From an optimization exercise on the open Yosys and OpenROAD flow, aimed at small area, a short achievable clock period and few clock cycles per item; shortcuts taken in it are not production practice.
At most, simulation tests tie the RTL to the original design; equivalence was not proved.

== the reference run ==
==> flow/design.v <==
module NibbleSub(
    input  [3:0] a,
    output [3:0] b
    );
    assign b[0] = (~a[3] & ~a[2] & a[1] & ~a[0])
                 | (~a[3] & ~a[2] & a[1] & a[0])
                 | (~a[3] & a[2] & ~a[1] & a[0])
                 | (~a[3] & a[2] & a[1] & ~a[0])
                 | (a[3] & ~a[2] & ~a[1] & ~a[0])
                 | (a[3] & a[2] & ~a[1] & ~a[0])
                 | (a[3] & a[2] & ~a[1] & a[0])
                 | (a[3] & a[2] & a[1] & a[0]);
    assign b[1] = (~a[3] & ~a[2] & ~a[1] & ~a[0])
                 | (~a[3] & a[2] & ~a[1] & ~a[0])
                 | (~a[3] & a[2] & ~a[1] & a[0])
                 | (~a[3] & a[2] & a[1] & ~a[0])
                 | (a[3] & ~a[2] & ~a[1] & ~a[0])
                 | (a[3] & ~a[2] & ~a[1] & a[0])
                 | (a[3] & ~a[2] & a[1] & ~a[0])
                 | (a[3] & a[2] & a[1] & a[0]);
    assign b[2] = (~a[3] & ~a[2] & ~a[1] & ~a[0])
                 | (~a[3] & ~a[2] & ~a[1] & a[0])
                 | (~a[3] & ~a[2] & a[1] & ~a[0])
                 | (~a[3] & a[2] & ~a[1] & a[0])
                 | (a[3] & ~a[2] & a[1] & ~a[0])
                 | (a[3] & ~a[2] & a[1] & a[0])
                 | (a[3] & a[2] & ~a[1] & ~a[0])
                 | (a[3] & a[2] & a[1] & a[0]);
    assign b[3] = (~a[3] & ~a[2] & ~a[1] & ~a[0])
                 | (~a[3] & ~a[2] & a[1] & ~a[0])
                 | (~a[3] & a[2] & ~a[1] & a[0])
                 | (~a[3] & a[2] & a[1] & ~a[0])
                 | (~a[3] & a[2] & a[1] & a[0])
                 | (a[3] & ~a[2] & ~a[1] & a[0])
                 | (a[3] & ~a[2] & a[1] & a[0])
                 | (a[3] & a[2] & ~a[1] & a[0]);
endmodule
module key_generation(
    input  [15:0] k,
    input  [3:0]  r,
    output [15:0] p
    );
    wire [3:0] p4 = k[15:12] ^ r;
    wire [3:0] p5 = p4 ^ k[11:8];
    wire [3:0] p6 = p5 ^ k[7:4];
    wire [3:0] p7 = p6 ^ k[3:0];
    assign p = {p4, p5, p6, p7};
endmodule
module AES_datapath(
    input         load, last,
    input  [15:0] t, p,
    input  [3:0]  sk,
    input  [15:0] data_input, input_vector, key,
    output [15:0] s_d, k_d
    );
    function [3:0] x2(input [3:0] a);
        x2 = {a[2:0], 1'b0} ^ {2'b00, a[3], a[3]};
    endfunction
    wire [3:0] u01 = x2(t[15:12] ^ t[11:8]) & {4{~last}};
    wire [3:0] u23 = x2(t[7:4] ^ t[3:0]) & {4{~last}};
    wire [15:0] m = t ^ {u01, u01, u23, u23};
    wire [15:0] kn = p ^ {4{sk}};
    assign k_d = load ? key : kn;
    assign s_d = (load ? (data_input ^ input_vector) : m) ^ k_d;
endmodule
module AES(
    input clk,nrst,load,
    input [15:0] data_input,input_vector,key,
    input  [3:0] round_number,
    output [15:0] data_output,
    output finish
    );
    reg [15:0] s, k;
    reg [3:0]  r;
    reg        last, busy, fin;
    wire [3:0] t0, t1, t2, t3;
    NibbleSub ns0(.a(s[15:12]), .b(t0));
    NibbleSub ns1(.a(s[3:0]),   .b(t1));
    NibbleSub ns2(.a(s[7:4]),   .b(t2));
    NibbleSub ns3(.a(s[11:8]),  .b(t3));
    wire [3:0] sk;
    NibbleSub ns4(.a(k[3:0]), .b(sk));
    wire [15:0] p;
    key_generation kp(.k(k), .r(r), .p(p));
    wire [15:0] s_d, k_d;
    AES_datapath dp(.load(load), .last(last), .t({t0, t1, t2, t3}), .sk(sk), .p(p),
                    .data_input(data_input), .input_vector(input_vector), .key(key),
                    .s_d(s_d), .k_d(k_d));
    wire [3:0]  r_d = load ? 4'd1 : r + 4'd1;
    always @(posedge clk) begin
        if (load | busy) s <= s_d;
        k    <= k_d;
        r    <= r_d;
        last <= (r_d == round_number);
    end
    always @(posedge clk or negedge nrst) begin
        if (!nrst) begin
            busy <= 1'b0;
            fin  <= 1'b0;
        end else if (load) begin
            busy <= 1'b1;
            fin  <= 1'b0;
        end else if (busy & last) begin
            busy <= 1'b0;
            fin  <= 1'b1;
        end
    end
    assign data_output = s;
    assign finish = fin;
endmodule
clock: 5.0 ns
lec_check: 0
cap_margin: 20
core_margin: 2
core_utilization: 40
setup_slack_margin: 2.8
slew_margin: 20
synth_hierarchical: 1
synth_minimum_keep_size: 0
standard.sh (not shown) runs the stock make flow with config.mk's settings and CLKGATE_MAP_FILE= SYNTH_SCRIPT=/design/flow/synth_recipe.tcl, a recipe that flattens the netlist after the stock synthesis.
==> flow/flow/run.sh <==
#!/bin/bash
# The standard layout (the standard.sh, standard synthesis included), with the
# ports buffered by plain buffers instead of the delay buffers buffer_ports picks.
set -euo pipefail
export BUFFER_PORTS_ARGS="-buffer_cell sky130_fd_sc_hd__buf_1"
bash standard.sh > standard.log 2>&1
Testbench counts of the reference run, summed over its fixed seeds: cycles 1,935, items 192.
diff inputs: the reference run => the trial run
--- a/flow/design.v
+++ b/flow/design.v
@@ -47,8 +47,8 @@
     assign p = {p4, p5, p6, p7};
 endmodule
 module AES_datapath(
-    input         load, last,
-    input  [15:0] t, p,
+    input         load, busy, last,
+    input  [15:0] s, t, p,
     input  [3:0]  sk,
     input  [15:0] data_input, input_vector, key,
     output [15:0] s_d, k_d
@@ -61,7 +61,8 @@
     wire [15:0] m = t ^ {u01, u01, u23, u23};
     wire [15:0] kn = p ^ {4{sk}};
     assign k_d = load ? key : kn;
-    assign s_d = (load ? (data_input ^ input_vector) : m) ^ k_d;
+    wire [15:0] sn = (load ? (data_input ^ input_vector) : m) ^ k_d;
+    assign s_d = (load | busy) ? sn : s;
 endmodule
 module AES(
     input clk,nrst,load,
@@ -83,12 +84,12 @@
     wire [15:0] p;
     key_generation kp(.k(k), .r(r), .p(p));
     wire [15:0] s_d, k_d;
-    AES_datapath dp(.load(load), .last(last), .t({t0, t1, t2, t3}), .sk(sk), .p(p),
+    AES_datapath dp(.load(load), .busy(busy), .last(last), .s(s), .t({t0, t1, t2, t3}), .sk(sk), .p(p),
                     .data_input(data_input), .input_vector(input_vector), .key(key),
                     .s_d(s_d), .k_d(k_d));
     wire [3:0]  r_d = load ? 4'd1 : r + 4'd1;
     always @(posedge clk) begin
-        if (load | busy) s <= s_d;
+        s    <= s_d;
         k    <= k_d;
         r    <= r_d;
         last <= (r_d == round_number);
Going from the reference run to the trial run, the die area was enlarged. Across the reference run and the trial run, the outcome is the same: a clean finish for every run. The number of nets in the layout number comes out lower for the trial run vs the reference run. Going from the reference run to the trial run, final core area utilization moved down, number of non-filler instances in the completed layout decreased about 6%, met3 routing resource usage after global routing went up 0.16 points. [compare] base=the reference run new=the trial run: number of resized instances in the post-cts repair step now smaller; finished layout cell area now smaller. Between the reference run and the trial run, smallest hold slack is higher for the trial run, the reference run comes in under that.
Testbench counts of the trial run, summed over its fixed seeds: cycles 1,935, items 192.

---

Setup of run 3:
RTL: the design.v shown in full above, as it stands there.
==> flow/config.mk <==
export PLATFORM = sky130hd
export DESIGN_NAME = AES
export DESIGN_NICKNAME = AES
export VERILOG_FILES = /design/flow/design.v
export SDC_FILE = /design/flow/constraint.sdc
export NUM_CORES = 4
export LEC_CHECK = 0
export CAP_MARGIN = 20
export CORE_MARGIN = 2
export CORE_UTILIZATION = 40
export SETUP_SLACK_MARGIN = 2.6
export SLEW_MARGIN = 20
export SYNTH_HIERARCHICAL = 1
export SYNTH_MINIMUM_KEEP_SIZE = 0
==> flow/constraint.sdc <==
create_clock -name core_clock -period 5.0 [get_ports {clk}]
set_input_delay 1.0000 -clock core_clock [delete_from_list [all_inputs] [get_ports {clk}]]
set_output_delay 1.0000 -clock core_clock [all_outputs]
set_load 0.01 [all_outputs]
Scripts as last shown in full above: flow/flow/run.sh
Testbench counts of run 3, summed over its fixed seeds: cycles 1,935, items 192.
The following lists how run 1 was set up differently from run 3:
diff --git a/flow/design.v b/flow/design.v
--- a/flow/design.v
+++ b/flow/design.v
@@ -46,10 +46,10 @@
     wire [3:0] p7 = p6 ^ k[3:0];
     assign p = {p4, p5, p6, p7};
 endmodule
 module AES_datapath(
-    input         load, last,
-    input  [15:0] t, p,
+    input         load, busy, last,
+    input  [15:0] s, t, p,
     input  [3:0]  sk,
     input  [15:0] data_input, input_vector, key,
     output [15:0] s_d, k_d
     );
@@ -60,9 +60,10 @@
     wire [3:0] u23 = x2(t[7:4] ^ t[3:0]) & {4{~last}};
     wire [15:0] m = t ^ {u01, u01, u23, u23};
     wire [15:0] kn = p ^ {4{sk}};
     assign k_d = load ? key : kn;
-    assign s_d = (load ? (data_input ^ input_vector) : m) ^ k_d;
+    wire [15:0] sn = (load ? (data_input ^ input_vector) : m) ^ k_d;
+    assign s_d = (load | busy) ? sn : s;
 endmodule
 module AES(
     input clk,nrst,load,
     input [15:0] data_input,input_vector,key,
@@ -82,14 +83,14 @@
     NibbleSub ns4(.a(k[3:0]), .b(sk));
     wire [15:0] p;
     key_generation kp(.k(k), .r(r), .p(p));
     wire [15:0] s_d, k_d;
-    AES_datapath dp(.load(load), .last(last), .t({t0, t1, t2, t3}), .sk(sk), .p(p),
+    AES_datapath dp(.load(load), .busy(busy), .last(last), .s(s), .t({t0, t1, t2, t3}), .sk(sk), .p(p),
                     .data_input(data_input), .input_vector(input_vector), .key(key),
                     .s_d(s_d), .k_d(k_d));
     wire [3:0]  r_d = load ? 4'd1 : r + 4'd1;
     always @(posedge clk) begin
-        if (load | busy) s <= s_d;
+        s    <= s_d;
         k    <= k_d;
         r    <= r_d;
         last <= (r_d == round_number);
     end
- Mean cell area of the mapped netlist in run 1 vs run 3: down 2.1%
- Going from run 3 to run 1, the multiplexer share of the synthesized area was found to have gone up by 1.4 points.
- Total length of routed wires in run 1 is 8.3% above run 3.
- Against run 3, run 1 comes in 0.03 ns higher on worst endpoint data arrival time.
- Comparing the two runs side by side, run 1 comes out behind run 3 on headroom to the max-slew limit.
- Per the comparison of run 1 with run 3, compound-cell area share of the yosys netlist rose by 1.2 points, global-route usage now sits higher, clock skew ~0 delta.
- Looking at register-to-register slack, run 1 sits 0.08 ns higher than run 3 does.
- Source of the critical timing path = s[13]: run 3; source of the critical timing path = k[2]: run 1
Testbench counts of run 1, summed over its fixed seeds: cycles 1,935, items 192.

---

Setup of branch indigo:
AES, a different RTL version from the one above (not shown whole).
For scale: about 330 cells after synthesis, about 72 I/O pins, roughly 0.0030 mm² of cells after synthesis.
==> module AES, before the edit <==
module AES(
    input clk,nrst,load,
    input [15:0] data_input,input_vector,key,
    input  [3:0] round_number,
    output [15:0] data_output,
    output finish
    );
    reg [15:0] s, k;
    reg [3:0]  r;
    reg        last, busy, fin;
    wire [3:0] t0, t1, t2, t3;
    NibbleSub ns0(.a(s[15:12]), .b(t0));
    NibbleSub ns1(.a(s[3:0]),   .b(t1));
    NibbleSub ns2(.a(s[7:4]),   .b(t2));
    NibbleSub ns3(.a(s[11:8]),  .b(t3));
    function [3:0] x2(input [3:0] a);
        x2 = {a[2:0], 1'b0} ^ {2'b00, a[3], a[3]};
    endfunction
    wire [3:0] u01 = x2(t0 ^ t1) & {4{~last}};
    wire [3:0] u23 = x2(t2 ^ t3) & {4{~last}};
    wire [15:0] m = {t0 ^ u01, t1 ^ u01, t2 ^ u23, t3 ^ u23};
    wire [3:0] sk;
    NibbleSub ns4(.a(k[3:0]), .b(sk));
    wire [3:0] p4 = k[15:12] ^ r;
    wire [3:0] p5 = p4 ^ k[11:8];
    wire [3:0] p6 = p5 ^ k[7:4];
    wire [3:0] p7 = p6 ^ k[3:0];
    wire [15:0] kn = {p4 ^ sk, p5 ^ sk, p6 ^ sk, p7 ^ sk};
    wire [15:0] k_d = load ? key : kn;
    wire [15:0] s_d = (load ? (data_input ^ input_vector) : m) ^ k_d;
    wire [3:0]  r_d = load ? 4'd1 : r + 4'd1;
    always @(posedge clk) begin
        if (load | busy) s <= s_d;
        k    <= k_d;
        r    <= r_d;
        last <= (r_d == round_number);
    end
    always @(posedge clk or negedge nrst) begin
        if (!nrst) begin
            busy <= 1'b0;
            fin  <= 1'b0;
        end else if (load) begin
            busy <= 1'b1;
            fin  <= 1'b0;
        end else if (busy & last) begin
            busy <= 1'b0;
            fin  <= 1'b1;
        end
    end
    assign data_output = s;
    assign finish = fin;
endmodule
Settings: LEC_CHECK=0, CAP_MARGIN=20, CORE_MARGIN=2, CORE_UTILIZATION=40, SLEW_MARGIN=20, SYNTH_HIERARCHICAL=1, SYNTH_MINIMUM_KEEP_SIZE=0; clock period 5.0 ns.
run.sh (not shown) runs the stock make flow with config.mk's settings and CLKGATE_MAP_FILE= SYNTH_SCRIPT=/design/flow/synth_recipe.tcl, a recipe that flattens the netlist after the stock synthesis.
Stock flow here: none of the scripts above is used.
The following lists how branch quartz was set up differently from branch indigo:
diff --git a/flow/design.v b/flow/design.v
--- a/flow/design.v
+++ b/flow/design.v
@@ -33,10 +33,38 @@
                  | (~a[3] & a[2] & a[1] & a[0])
                  | (a[3] & ~a[2] & ~a[1] & a[0])
                  | (a[3] & ~a[2] & a[1] & a[0])
                  | (a[3] & a[2] & ~a[1] & a[0]);
 endmodule
+module key_generation(
+    input  [15:0] k,
+    input  [3:0]  r,
+    output [15:0] p
+    );
+    wire [3:0] p4 = k[15:12] ^ r;
+    wire [3:0] p5 = p4 ^ k[11:8];
+    wire [3:0] p6 = p5 ^ k[7:4];
+    wire [3:0] p7 = p6 ^ k[3:0];
+    assign p = {p4, p5, p6, p7};
+endmodule
+module AES_datapath(
+    input         load, last,
+    input  [15:0] t, p,
+    input  [3:0]  sk,
+    input  [15:0] data_input, input_vector, key,
+    output [15:0] s_d, k_d
+    );
+    function [3:0] x2(input [3:0] a);
+        x2 = {a[2:0], 1'b0} ^ {2'b00, a[3], a[3]};
+    endfunction
+    wire [3:0] u01 = x2(t[15:12] ^ t[11:8]) & {4{~last}};
+    wire [3:0] u23 = x2(t[7:4] ^ t[3:0]) & {4{~last}};
+    wire [15:0] kn = p ^ {4{sk}};
+    wire [15:0] sn = t ^ kn ^ {u01, u01, u23, u23};
+    assign k_d = load ? key : kn;
+    assign s_d = load ? (data_input ^ input_vector ^ key) : sn;
+endmodule
 module AES(
     input clk,nrst,load,
     input [15:0] data_input,input_vector,key,
     input  [3:0] round_number,
     output [15:0] data_output,
@@ -48,25 +76,18 @@
     wire [3:0] t0, t1, t2, t3;
     NibbleSub ns0(.a(s[15:12]), .b(t0));
     NibbleSub ns1(.a(s[3:0]),   .b(t1));
     NibbleSub ns2(.a(s[7:4]),   .b(t2));
     NibbleSub ns3(.a(s[11:8]),  .b(t3));
-    function [3:0] x2(input [3:0] a);
-        x2 = {a[2:0], 1'b0} ^ {2'b00, a[3], a[3]};
-    endfunction
-    wire [3:0] u01 = x2(t0 ^ t1) & {4{~last}};
-    wire [3:0] u23 = x2(t2 ^ t3) & {4{~last}};
-    wire [15:0] m = {t0 ^ u01, t1 ^ u01, t2 ^ u23, t3 ^ u23};
     wire [3:0] sk;
     NibbleSub ns4(.a(k[3:0]), .b(sk));
-    wire [3:0] p4 = k[15:12] ^ r;
-    wire [3:0] p5 = p4 ^ k[11:8];
-    wire [3:0] p6 = p5 ^ k[7:4];
-    wire [3:0] p7 = p6 ^ k[3:0];
-    wire [15:0] kn = {p4 ^ sk, p5 ^ sk, p6 ^ sk, p7 ^ sk};
-    wire [15:0] k_d = load ? key : kn;
-    wire [15:0] s_d = (load ? (data_input ^ input_vector) : m) ^ k_d;
+    wire [15:0] p;
+    key_generation kp(.k(k), .r(r), .p(p));
+    wire [15:0] s_d, k_d;
+    AES_datapath dp(.load(load), .last(last), .t({t0, t1, t2, t3}), .sk(sk), .p(p),
+                    .data_input(data_input), .input_vector(input_vector), .key(key),
+                    .s_d(s_d), .k_d(k_d));
     wire [3:0]  r_d = load ? 4'd1 : r + 4'd1;
     always @(posedge clk) begin
         if (load | busy) s <= s_d;
         k    <= k_d;
         r    <= r_d;
==> comparison <==
Of the two values seen for startpoint of the worst setup timing path, k[2] was produced by branch quartz and k[1] by branch indigo.
branch quartz vs. branch indigo: final worst-path cycle share fell 1.4 points, wire length after detailed routing went up by 650 µm, area fraction in compound gates after synthesis -0.62 points, via count of the routed design climbed about 6%.
On clock-cell share of area, branch quartz tracks branch indigo almost exactly.
Global-route usage: higher on branch quartz
branch quartz and branch indigo ended up with nearly the same clock latency on the worst-skew pair.
Compared to branch indigo, branch quartz shows a wider setup margin.
On final worst clock skew, branch indigo tracks branch quartz almost exactly.
No run of this note included a check of the RTL's function; only the layout flow was run.

[port drivers added, routing unchanged]
Ports are ideal in the flow. The routed layouts listed here were re-timed in OpenROAD. Step 1 sets driving cells, clkbuf_16 on the clock port and buf_2 on the other inputs (assumed; they add their load-dependent delay and slew). Step 2 adds t to the input delays and takes it off the output delays; t is the mean of the earliest and latest rising clock arrival at the registers after step 1. Input paths then give back, and output paths get back, about the clock's delay inside the block. Three values: no drivers, after step 1, after step 2; two values: the first two.
run	t, ns	slack for setup (ns)	hold WS [ns]	clock arrival spread, ns	pins driven straight from the clock port
the reference run	0.318	2.775 / 2.773 / 2.531	0.480 / 0.477 / 0.508	0.008 / 0.008	1
the trial run	0.319	2.928 / 2.928 / 2.678	0.485 / 0.479 / 0.508	0.009 / 0.009	1
run 3	0.317	2.753 / 2.753 / 2.456	0.479 / 0.477 / 0.508	0.008 / 0.008	1
run 1	0.315	2.832 / 2.832 / 2.541	0.489 / 0.483 / 0.509	0.010 / 0.010	1
branch indigo	0.310	2.392 / 2.392 / 2.259	0.509 / 0.509 / 0.509	0.005 / 0.006	1
branch quartz	0.312	2.464 / 2.464 / 2.177	0.503 / 0.503 / 0.503	0.005 / 0.004	1
After both steps setup and hold are still met in every run listed. For run 3, which loses most, drivers alone change the setup slack by 0.000 ns; drivers and shift together by -0.297 ns.
